Background: an optimization exercise with open tools, aiming at small area and a short achievable clock period. Do not read the settings as production practice.
At most, simulation tests tie the RTL to the original design; equivalence was not proved.
Power is estimated from default activity; no workload was simulated.

Setup of pepper:
// desiredDrive_reg
module desiredDrive_reg(
    input clk, rst_n,
    input [11:0] avg_torque,
    input [4:0] cadence,
    input not_pedaling,
    input [12:0] incline,
    input [2:0] scale,
    output logic [11:0] target_curr
);
logic [14:0] ts_nxt, ic_nxt;
logic [14:0] ts_r, ic_r;
desiredDrive iDD(.avg_torque(avg_torque), .cadence(cadence), .not_pedaling(not_pedaling),
                 .incline(incline), .scale(scale), .ts_prod(ts_nxt), .ic_prod(ic_nxt));
always_ff @(posedge clk, negedge rst_n) begin
    if (!rst_n)
        ts_r <= 15'h0000;
    else
        ts_r <= ts_nxt;
end
always_ff @(posedge clk)
    ic_r <= ic_nxt;
wire b_p1 = ts_r[0] & ic_r[0];
wire b_p2 = ts_r[0] & ic_r[1];
wire b_p3 = ts_r[0] & ic_r[2];
wire b_p4 = ts_r[0] & ic_r[3];
wire b_p5 = ts_r[0] & ic_r[4];
wire b_p6 = ts_r[0] & ic_r[5];
wire b_p7 = ts_r[0] & ic_r[6];
wire b_p8 = ts_r[0] & ic_r[7];
wire b_p9 = ts_r[0] & ic_r[8];
wire b_p10 = ts_r[0] & ic_r[9];
wire b_p11 = ts_r[0] & ic_r[10];
wire b_p12 = ts_r[0] & ic_r[11];
wire b_p13 = ts_r[0] & ic_r[12];
wire b_p14 = ts_r[0] & ic_r[13];
wire b_p15 = ts_r[0] & ic_r[14];
wire b_p16 = ts_r[1] & ic_r[0];
wire b_p17 = ts_r[1] & ic_r[1];
wire b_p18 = ts_r[1] & ic_r[2];
wire b_p19 = ts_r[1] & ic_r[3];
wire b_p20 = ts_r[1] & ic_r[4];
wire b_p21 = ts_r[1] & ic_r[5];
wire b_p22 = ts_r[1] & ic_r[6];
wire b_p23 = ts_r[1] & ic_r[7];
wire b_p24 = ts_r[1] & ic_r[8];
wire b_p25 = ts_r[1] & ic_r[9];
wire b_p26 = ts_r[1] & ic_r[10];
wire b_p27 = ts_r[1] & ic_r[11];
wire b_p28 = ts_r[1] & ic_r[12];
wire b_p29 = ts_r[1] & ic_r[13];
wire b_p30 = ts_r[1] & ic_r[14];
wire b_p31 = ts_r[2] & ic_r[0];
wire b_p32 = ts_r[2] & ic_r[1];
wire b_p33 = ts_r[2] & ic_r[2];
wire b_p34 = ts_r[2] & ic_r[3];
wire b_p35 = ts_r[2] & ic_r[4];
wire b_p36 = ts_r[2] & ic_r[5];
wire b_p37 = ts_r[2] & ic_r[6];
wire b_p38 = ts_r[2] & ic_r[7];
wire b_p39 = ts_r[2] & ic_r[8];
wire b_p40 = ts_r[2] & ic_r[9];
wire b_p41 = ts_r[2] & ic_r[10];
wire b_p42 = ts_r[2] & ic_r[11];
wire b_p43 = ts_r[2] & ic_r[12];
wire b_p44 = ts_r[2] & ic_r[13];
wire b_p45 = ts_r[2] & ic_r[14];
wire b_p46 = ts_r[3] & ic_r[0];
wire b_p47 = ts_r[3] & ic_r[1];
wire b_p48 = ts_r[3] & ic_r[2];
wire b_p49 = ts_r[3] & ic_r[3];
  ...
export LEC_CHECK = 0
export CAP_MARGIN = 20
export CORE_MARGIN = 2
export CORE_UTILIZATION = 40
export SLEW_MARGIN = 20
create_clock -name core_clock -period 13.0 [get_ports {clk}]
standard.sh (not shown) runs the stock make flow with config.mk's settings and CLKGATE_MAP_FILE= SYNTH_SCRIPT=/design/flow/synth_recipe.tcl, a recipe that flattens the netlist after the stock synthesis.
==> flow/flow/run.sh <==
#!/bin/bash
# Layout flow: the standard flow (standard.sh), with these changes:
#  - synthesis: Yosys's generic "synth -run fine:" step skips its early ABC
#    pass (-noabc), so that extract_fa sees the RTL's full adders as written
#    (without the input/output inversions that pass puts around them), and
#    extract_fa looks for full adders only (EXTRACT_FA_ARGS); the rest of
#    synthesis (dfflibmap, the final ABC mapping, flatten, renaming) is as in
#    the standard flow's synthesis;
#  - the port buffers are PORT_BUF cells;
#  - ORFS's timing repair aims for SETUP_SLACK_MARGIN ns of setup slack.
# The SDC, the clock period and every other step are the standard flow's.
set -euo pipefail
HERE=$(pwd)
EXTRACT_FA_ARGS=""
SETUP_MARGIN=7.3
PORT_BUF=sky130_fd_sc_hd__buf_1
# ORFS's synth.tcl with the changes
sed -e 's/synth -top \$::env(DESIGN_NAME) -run fine: {\*}\$synth_full_args/synth -top $::env(DESIGN_NAME) -run fine: -noabc {*}$synth_full_args/' \
    -e "s/extract_fa {\*}\[dont_use_extract_fa_args\]/extract_fa $EXTRACT_FA_ARGS/" \
    "$FLOW_HOME/scripts/synth.tcl" > "$HERE/synth_changed.tcl"
grep -q -- '-run fine: -noabc' "$HERE/synth_changed.tcl"
grep -q -- "^ *extract_fa $EXTRACT_FA_ARGS\$" "$HERE/synth_changed.tcl"
# The standard flow's synthesis wrapper, sourcing the changed synth.tcl
sed "s#source \$::env(SCRIPTS_DIR)/synth.tcl#source $HERE/synth_changed.tcl#" synth_recipe.tcl > "$HERE/flow_synth.tcl"
grep -q "source $HERE/synth_changed.tcl" "$HERE/flow_synth.tcl"
# The standard.sh, pointed at that wrapper
sed "s#SYNTH_SCRIPT=[^ ]*#SYNTH_SCRIPT=$HERE/flow_synth.tcl#" standard.sh > "$HERE/flow_standard.sh"
grep -q "SYNTH_SCRIPT=$HERE/flow_synth.tcl" "$HERE/flow_standard.sh"
bash "$HERE/flow_standard.sh" SETUP_SLACK_MARGIN=$SETUP_MARGIN \
    "BUFFER_PORTS_ARGS=-buffer_cell $PORT_BUF" finish > "$HERE/flow_make.log" 2>&1
[inputs] cedar vs pepper
diff --git a/flow/flow/run.sh b/flow/flow/run.sh
--- a/flow/flow/run.sh
+++ b/flow/flow/run.sh
@@ -13,5 +13,5 @@
 HERE=$(pwd)
 EXTRACT_FA_ARGS=""
-SETUP_MARGIN=7.3
+SETUP_MARGIN=6.5
 PORT_BUF=sky130_fd_sc_hd__buf_1
 # ORFS's synth.tcl with the changes
Findings:
cedar finished every stage and its layout cleared the timing, design-rule and antenna checks. Comparing cedar and pepper, the lower final setup slack of the worst path was measured on cedar. Diff cedar and pepper: non-clock buffer total of the final layout higher in pepper. cedar ends up with a maximum ir drop on the vdd rail that is 0.46% lower than in pepper.
Changes in lagoon relative to cedar:
==> flow/flow/run.sh <==
#!/bin/bash
# Layout flow: the standard flow, except that Yosys's generic "synth -run fine:"
# step skips its early ABC pass (-noabc), so that extract_fa sees the RTL's full
# adders as written (without the input/output inversions the early ABC pass puts
# around them). Everything else (dfflibmap, the final ABC mapping, flatten,
# renaming, floorplan .. finish) is the standard flow unchanged.
set -euo pipefail
HERE=$(pwd)
# ORFS's synth.tcl with the one change
sed 's/synth -top \$::env(DESIGN_NAME) -run fine: {\*}\$synth_full_args/synth -top $::env(DESIGN_NAME) -run fine: -noabc {*}$synth_full_args/' \
    "$FLOW_HOME/scripts/synth.tcl" > "$HERE/synth_noabc.tcl"
grep -q -- '-run fine: -noabc' "$HERE/synth_noabc.tcl"
# The standard flow's synthesis wrapper, sourcing the changed synth.tcl
sed "s#source \$::env(SCRIPTS_DIR)/synth.tcl#source $HERE/synth_noabc.tcl#" synth_recipe.tcl > "$HERE/flow_synth.tcl"
grep -q "source $HERE/synth_noabc.tcl" "$HERE/flow_synth.tcl"
# The standard.sh, pointed at that wrapper
sed "s#SYNTH_SCRIPT=[^ ]*#SYNTH_SCRIPT=$HERE/flow_synth.tcl#" standard.sh > "$HERE/flow_standard.sh"
grep -q "SYNTH_SCRIPT=$HERE/flow_synth.tcl" "$HERE/flow_standard.sh"
bash "$HERE/flow_standard.sh" SETUP_SLACK_MARGIN=7 finish > "$HERE/flow_make.log" 2>&1
Findings:
- lagoon went all the way through synthesis, placement and routing and the layout is clean on timing, DRC and antenna.
- Against cedar, lagoon comes in 1 lower on count of clock-buffer cells in the layout.
- Looking at synthesis-to-finish area growth across lagoon and cedar, the one that comes out lower is cedar.
- Total power: lagoon above cedar
- Going from cedar to lagoon, the routing usage on met1 was found to have gone down by 0.31 points.
- Max minimum period implied by the final worst setup slack across lagoon and cedar: cedar
- Delta(count of plain and timing-repair buffers in the layout, lagoon - cedar) > 0
Inputs modified between lagoon and yarrow:
diff --git a/flow/flow/run.sh b/flow/flow/run.sh
--- a/flow/flow/run.sh
+++ b/flow/flow/run.sh
@@ -17,3 +17,3 @@
 sed "s#SYNTH_SCRIPT=[^ ]*#SYNTH_SCRIPT=$HERE/flow_synth.tcl#" standard.sh > "$HERE/flow_standard.sh"
 grep -q "SYNTH_SCRIPT=$HERE/flow_synth.tcl" "$HERE/flow_standard.sh"
-bash "$HERE/flow_standard.sh" SETUP_SLACK_MARGIN=7 finish > "$HERE/flow_make.log" 2>&1
+bash "$HERE/flow_standard.sh" SETUP_SLACK_MARGIN=6.5 "BUFFER_PORTS_ARGS=-buffer_cell sky130_fd_sc_hd__buf_2" finish > "$HERE/flow_make.log" 2>&1
Notes after the runs:
yarrow -> lagoon: die height delta 0, exact match
Changes observed in yarrow relative to lagoon: global-route usage fell 0.40 points; via count fell 68; period utilization rose 1.4 points; share of power burned in combinational logic fell 0.9 points.


== build 25 ==
Another version of the RTL of desiredDrive_reg (not shown whole).
Size: roughly 1100 cells after synthesis, about 43 flip-flops, about 48 I/O pins, about 0.0093 mm² of cells after synthesis.
==> flow/design.v (excerpt) <==
module desiredDrive_reg(
    input clk, rst_n,
    input [11:0] avg_torque,
    input [4:0] cadence,
    input not_pedaling,
    input [12:0] incline,
    input [2:0] scale,
    output logic [11:0] target_curr
);
Settings: LEC_CHECK=0, ABC_AREA=1, CAP_MARGIN=20, CORE_MARGIN=2, CORE_UTILIZATION=40, CTS_BUF_LIST=sky130_fd_sc_hd__clkbuf_4 sky130_fd_sc_hd__clkbuf_8, SLEW_MARGIN=20, TNS_END_PERCENT=5; clock period 13.0 ns.
==> flow/flow/run.sh <==
#!/bin/bash
# Layout flow: the standard flow (standard.sh), with these changes:
#  - synthesis: Yosys's generic "synth -run fine:" step skips its early ABC
#    pass (-noabc), so that extract_fa sees the RTL's full adders as written
#    (without the input/output inversions that pass puts around them), and
#    extract_fa looks for full adders only (EXTRACT_FA_ARGS); the rest of
#    synthesis (dfflibmap, the final ABC mapping, flatten, renaming) is as in
#    the standard flow's synthesis;
#  - the port buffers are PORT_BUF cells;
#  - ORFS's timing repair aims for SETUP_SLACK_MARGIN ns of setup slack.
# The SDC, the clock period and every other step are the standard flow's.
set -euo pipefail
HERE=$(pwd)
EXTRACT_FA_ARGS=""
SETUP_MARGIN=7.3
PORT_BUF=sky130_fd_sc_hd__buf_1
# ORFS's synth.tcl with the changes
sed -e 's/synth -top \$::env(DESIGN_NAME) -run fine: {\*}\$synth_full_args/synth -top $::env(DESIGN_NAME) -run fine: -noabc {*}$synth_full_args/' \
    -e "s/extract_fa {\*}\[dont_use_extract_fa_args\]/extract_fa $EXTRACT_FA_ARGS/" \
    "$FLOW_HOME/scripts/synth.tcl" > "$HERE/synth_changed.tcl"
grep -q -- '-run fine: -noabc' "$HERE/synth_changed.tcl"
grep -q -- "^ *extract_fa $EXTRACT_FA_ARGS\$" "$HERE/synth_changed.tcl"
# The standard flow's synthesis wrapper, sourcing the changed synth.tcl
sed "s#source \$::env(SCRIPTS_DIR)/synth.tcl#source $HERE/synth_changed.tcl#" synth_recipe.tcl > "$HERE/flow_synth.tcl"
grep -q "source $HERE/synth_changed.tcl" "$HERE/flow_synth.tcl"
# The standard.sh, pointed at that wrapper
sed "s#SYNTH_SCRIPT=[^ ]*#SYNTH_SCRIPT=$HERE/flow_synth.tcl#" standard.sh > "$HERE/flow_standard.sh"
grep -q "SYNTH_SCRIPT=$HERE/flow_synth.tcl" "$HERE/flow_standard.sh"
bash "$HERE/flow_standard.sh" SETUP_SLACK_MARGIN=$SETUP_MARGIN \
    "BUFFER_PORTS_ARGS=-buffer_cell $PORT_BUF" finish > "$HERE/flow_make.log" 2>&1
[inputs] build 40 vs build 25
# build 25
export LEC_CHECK = 0
export ABC_AREA = 1
export CAP_MARGIN = 20
export CORE_MARGIN = 2
export CORE_UTILIZATION = 40
export CTS_BUF_LIST = sky130_fd_sc_hd__clkbuf_4 sky130_fd_sc_hd__clkbuf_8
export SLEW_MARGIN = 20
export TNS_END_PERCENT = 5
create_clock -name core_clock -period 13.0 [get_ports {clk}]
# build 40
export LEC_CHECK = 0
export CAP_MARGIN = 20
export CORE_MARGIN = 2
export CORE_UTILIZATION = 40
export CTS_BUF_LIST = sky130_fd_sc_hd__clkbuf_4 sky130_fd_sc_hd__clkbuf_8
export SLEW_MARGIN = 20
export TNS_END_PERCENT = 5
create_clock -name core_clock -period 13.0 [get_ports {clk}]
diff --git a/flow/flow/run.sh b/flow/flow/run.sh
--- a/flow/flow/run.sh
+++ b/flow/flow/run.sh
@@ -7,4 +7,6 @@
 #    synthesis (dfflibmap, the final ABC mapping, flatten, renaming) is as in
 #    the standard flow's synthesis;
+#    the final ABC mapping runs flow/map.abc (a delay-oriented mapping without
+#    ABC's own buffering and sizing, which OpenROAD's repair does later);
 #  - the port buffers are PORT_BUF cells;
 #  - ORFS's timing repair aims for SETUP_SLACK_MARGIN ns of setup slack.
@@ -13,12 +15,14 @@
 HERE=$(pwd)
 EXTRACT_FA_ARGS=""
-SETUP_MARGIN=7.3
+SETUP_MARGIN=7.6
 PORT_BUF=sky130_fd_sc_hd__buf_1
 # ORFS's synth.tcl with the changes
 sed -e 's/synth -top \$::env(DESIGN_NAME) -run fine: {\*}\$synth_full_args/synth -top $::env(DESIGN_NAME) -run fine: -noabc {*}$synth_full_args/' \
     -e "s/extract_fa {\*}\[dont_use_extract_fa_args\]/extract_fa $EXTRACT_FA_ARGS/" \
+    -e "s#^  log_cmd abc {\*}\$abc_args#  log_cmd abc {*}[lreplace \$abc_args 1 1 $HERE/flow/map.abc]#" \
     "$FLOW_HOME/scripts/synth.tcl" > "$HERE/synth_changed.tcl"
 grep -q -- '-run fine: -noabc' "$HERE/synth_changed.tcl"
 grep -q -- "^ *extract_fa $EXTRACT_FA_ARGS\$" "$HERE/synth_changed.tcl"
+grep -q -- "lreplace \$abc_args 1 1 $HERE/flow/map.abc" "$HERE/synth_changed.tcl"
 # The standard flow's synthesis wrapper, sourcing the changed synth.tcl
 sed "s#source \$::env(SCRIPTS_DIR)/synth.tcl#source $HERE/synth_changed.tcl#" synth_recipe.tcl > "$HERE/flow_synth.tcl"
==> flow/flow/map.abc (new file) <==
strash
dc2
dch
map -B 0.9
topo
stime -c
Findings:
Cell area: build 40 < build 25
From build 25 to build 40 the numbers moved as follows: adder and majority cell fraction of the synthesized area climbed 3.7 points; synthesized cell count went down; via count lost 630; sequential fraction of design power went up 1.7 points.
Compared with build 25, build 40 shows a full die area that is 6.2% lower.
Against build 25 as the reference, build 40 delivers a lower total power of the final layout.
Input changes introduced in build 39 (baseline for comparison: build 40):
# build 40
export LEC_CHECK = 0
export CAP_MARGIN = 20
export CORE_MARGIN = 2
export CORE_UTILIZATION = 40
export CTS_BUF_LIST = sky130_fd_sc_hd__clkbuf_4 sky130_fd_sc_hd__clkbuf_8
export SLEW_MARGIN = 20
export TNS_END_PERCENT = 5
create_clock -name core_clock -period 13.0 [get_ports {clk}]
# build 39
export LEC_CHECK = 0
export CAP_MARGIN = 20
export CORE_MARGIN = 2
export CORE_UTILIZATION = 60
export CTS_BUF_LIST = sky130_fd_sc_hd__clkbuf_4 sky130_fd_sc_hd__clkbuf_8
export PLACE_DENSITY = 0.75
export SLEW_MARGIN = 20
create_clock -name core_clock -period 13.0 [get_ports {clk}]
diff --git a/flow/flow/run.sh b/flow/flow/run.sh
--- a/flow/flow/run.sh
+++ b/flow/flow/run.sh
@@ -7,6 +7,4 @@
 #    synthesis (dfflibmap, the final ABC mapping, flatten, renaming) is as in
 #    the standard flow's synthesis;
-#    the final ABC mapping runs flow/map.abc (a delay-oriented mapping without
-#    ABC's own buffering and sizing, which OpenROAD's repair does later);
 #  - the port buffers are PORT_BUF cells;
 #  - ORFS's timing repair aims for SETUP_SLACK_MARGIN ns of setup slack.
@@ -15,14 +13,12 @@
 HERE=$(pwd)
 EXTRACT_FA_ARGS=""
-SETUP_MARGIN=7.6
+SETUP_MARGIN=7.3
 PORT_BUF=sky130_fd_sc_hd__buf_1
 # ORFS's synth.tcl with the changes
 sed -e 's/synth -top \$::env(DESIGN_NAME) -run fine: {\*}\$synth_full_args/synth -top $::env(DESIGN_NAME) -run fine: -noabc {*}$synth_full_args/' \
     -e "s/extract_fa {\*}\[dont_use_extract_fa_args\]/extract_fa $EXTRACT_FA_ARGS/" \
-    -e "s#^  log_cmd abc {\*}\$abc_args#  log_cmd abc {*}[lreplace \$abc_args 1 1 $HERE/flow/map.abc]#" \
     "$FLOW_HOME/scripts/synth.tcl" > "$HERE/synth_changed.tcl"
 grep -q -- '-run fine: -noabc' "$HERE/synth_changed.tcl"
 grep -q -- "^ *extract_fa $EXTRACT_FA_ARGS\$" "$HERE/synth_changed.tcl"
-grep -q -- "lreplace \$abc_args 1 1 $HERE/flow/map.abc" "$HERE/synth_changed.tcl"
 # The standard flow's synthesis wrapper, sourcing the changed synth.tcl
 sed "s#source \$::env(SCRIPTS_DIR)/synth.tcl#source $HERE/synth_changed.tcl#" synth_recipe.tcl > "$HERE/flow_synth.tcl"
removed: flow/flow/map.abc
--- outcome ---
- On number of cells on the critical path: build 39 sits below build 40.
- Build 40 → build 39: met3 capacity usage during global routing went up by 3.4 points; fraction of met2 tracks used by global routing went up by 14 points; worst-margin pin slew went up by 0.074 ns; number of nets in the finished design went down by 7.5%.
- Relative to build 40, build 39 degrades worst supply voltage drop on vdd.
- Build 39 vs build 40 — total wire length climbed by a few percent
- No stage failed in build 39, and the final checks on the layout all came back clean.
- Build 39: worst hold slack across all endpoints 0.013 ns above build 40
Inputs modified between build 39 and build 74:
# build 39
export LEC_CHECK = 0
export CAP_MARGIN = 20
export CORE_MARGIN = 2
export CORE_UTILIZATION = 60
export CTS_BUF_LIST = sky130_fd_sc_hd__clkbuf_4 sky130_fd_sc_hd__clkbuf_8
export PLACE_DENSITY = 0.75
export SLEW_MARGIN = 20
create_clock -name core_clock -period 13.0 [get_ports {clk}]
# build 74
export LEC_CHECK = 0
export ABC_AREA = 1
export CAP_MARGIN = 20
export CORE_MARGIN = 2
export CORE_UTILIZATION = 40
export CTS_BUF_LIST = sky130_fd_sc_hd__clkbuf_4 sky130_fd_sc_hd__clkbuf_8
export SLEW_MARGIN = 20
export TNS_END_PERCENT = 5
create_clock -name core_clock -period 13.0 [get_ports {clk}]
diff --git a/flow/flow/run.sh b/flow/flow/run.sh
--- a/flow/flow/run.sh
+++ b/flow/flow/run.sh
@@ -13,5 +13,5 @@
 HERE=$(pwd)
 EXTRACT_FA_ARGS=""
-SETUP_MARGIN=7.3
+SETUP_MARGIN=7.9
 PORT_BUF=sky130_fd_sc_hd__buf_1
 # ORFS's synth.tcl with the changes
==> run notes <==
- STATUS worst hold slack: build 74 loses against build 39
- Of build 74 and build 39, it is build 74 that has the higher count of fill cells added during filler insertion.
- Of the two candidates, build 39 has the worse flop-to-flop setup slack and build 74 the better one.
- Time the final worst path needs with I/O delays and setup: build 74 < build 39
- Looking at wire length, build 74 sits about 7% higher than build 39 does.
- Row layout overhead on the synthesized area: build 74 higher / build 39 lower
- Build 74 vs. build 39: final worst-path cycle share went down by 3.2 points.
> inputs changed (build 74 -> build 80)
# build 74
export LEC_CHECK = 0
export ABC_AREA = 1
export CAP_MARGIN = 20
export CORE_MARGIN = 2
export CORE_UTILIZATION = 40
export CTS_BUF_LIST = sky130_fd_sc_hd__clkbuf_4 sky130_fd_sc_hd__clkbuf_8
export SLEW_MARGIN = 20
export TNS_END_PERCENT = 5
create_clock -name core_clock -period 13.0 [get_ports {clk}]
# build 80
export LEC_CHECK = 0
export CAP_MARGIN = 20
export CORE_MARGIN = 2
export CORE_UTILIZATION = 40
export CTS_BUF_LIST = sky130_fd_sc_hd__clkbuf_4 sky130_fd_sc_hd__clkbuf_8
export SLEW_MARGIN = 20
export TNS_END_PERCENT = 5
create_clock -name core_clock -period 13.0 [get_ports {clk}]
diff --git a/flow/flow/run.sh b/flow/flow/run.sh
--- a/flow/flow/run.sh
+++ b/flow/flow/run.sh
@@ -13,5 +13,5 @@
 HERE=$(pwd)
 EXTRACT_FA_ARGS=""
-SETUP_MARGIN=7.9
+SETUP_MARGIN=7.3
 PORT_BUF=sky130_fd_sc_hd__buf_1
 # ORFS's synth.tcl with the changes
[summary]
- Every stage of the flow completed for build 80, and the final layout passed the timing, design-rule and antenna checks.
- Looking at first-iteration DRC count across build 74 and build 80, the one that comes out higher is build 74.
- Compared with build 74, in build 80 area share of xor/xnor cells in the synthesized design increased 1.9 points; via count of the first global-routing pass decreased about 8%; wire length decreased 6.8%; total power divided by cell area essentially unchanged.
### build 80 -> build 85
# build 80
export LEC_CHECK = 0
export CAP_MARGIN = 20
export CORE_MARGIN = 2
export CORE_UTILIZATION = 40
export CTS_BUF_LIST = sky130_fd_sc_hd__clkbuf_4 sky130_fd_sc_hd__clkbuf_8
export SLEW_MARGIN = 20
export TNS_END_PERCENT = 5
create_clock -name core_clock -period 13.0 [get_ports {clk}]
# build 85
export LEC_CHECK = 0
export CAP_MARGIN = 20
export CORE_MARGIN = 2
export CORE_UTILIZATION = 40
export CTS_BUF_LIST = sky130_fd_sc_hd__clkbuf_4 sky130_fd_sc_hd__clkbuf_8
export SLEW_MARGIN = 20
create_clock -name core_clock -period 13.0 [get_ports {clk}]
Build 80 → build 85: area growth from synthesis to layout grew by 1.0 points; flop-to-flop setup slack shows an increase of 0.04 ns; first-pass GRT wire length climbed 540 µm; share of the clock period used by the worst path after layout shows no meaningful change; arrival time of data at the critical path endpoint barely changed. Build 80 → build 85: fraction of met1 tracks used by global routing has decreased; sequential area share after synthesis held steady. Build 85 closes out successfully: all stages finished, all timing, DRC and antenna checks passed. Build 80 closes out successfully: all stages finished, all timing, DRC and antenna checks passed. In build 85, the total non-filler cell area in the finished layout came out 89 µm² above the value in build 80. Build 85 reports a higher global-route usage than build 80 does.
Function was not checked in any run of this note: the RTL went through the layout flow alone.

static timing again, ports no longer ideal:
No port has a modelled driver above. Below, the same layouts with a new extraction and two added sets of constraints.
Step 1 assumes that a clkbuf_16 drives the clock port and a buf_2 every other input.
Step 2 times the ports against the registers' clock, not the clock port: input delays grow and output delays shrink by t, the midpoint of the rising clock arrivals with the driver on.
a / b / c = no drivers / after step 1 / after step 2; a / b = the first two.
| run | t, ns | setup slack, ns | worst setup path after step 2 | pins driven straight from the clock port |
|---|---|---|---|---|
| pepper | 0.336 | 6.820 / 6.818 / 6.482 | input to register | 1 |
| cedar | 0.325 | 6.635 / 6.633 / 6.308 | input to register | 1 |
| lagoon | 0.344 | 6.835 / 6.845 / 6.501 | input to register | 1 |
| yarrow | 0.318 | 6.656 / 6.665 / 6.347 | input to register | 1 |
| build 25 | 0.352 | 7.526 / 7.539 / 7.192 | input to register | 1 |
| build 40 | 0.352 | 7.330 / 7.313 / 6.961 | input to register | 1 |
| build 39 | 0.357 | 7.233 / 7.229 / 6.872 | input to register | 1 |
| build 74 | 0.361 | 7.653 / 7.617 / 7.256 | input to register | 1 |
| build 80 | 0.353 | 7.286 / 7.277 / 6.924 | input to register | 1 |
| build 85 | 0.351 | 7.270 / 7.260 / 6.908 | input to register | 1 |
After both steps setup and hold are still met in every run listed. For build 74, which loses most, drivers alone change the setup slack by -0.036 ns; drivers and shift together by -0.397 ns.
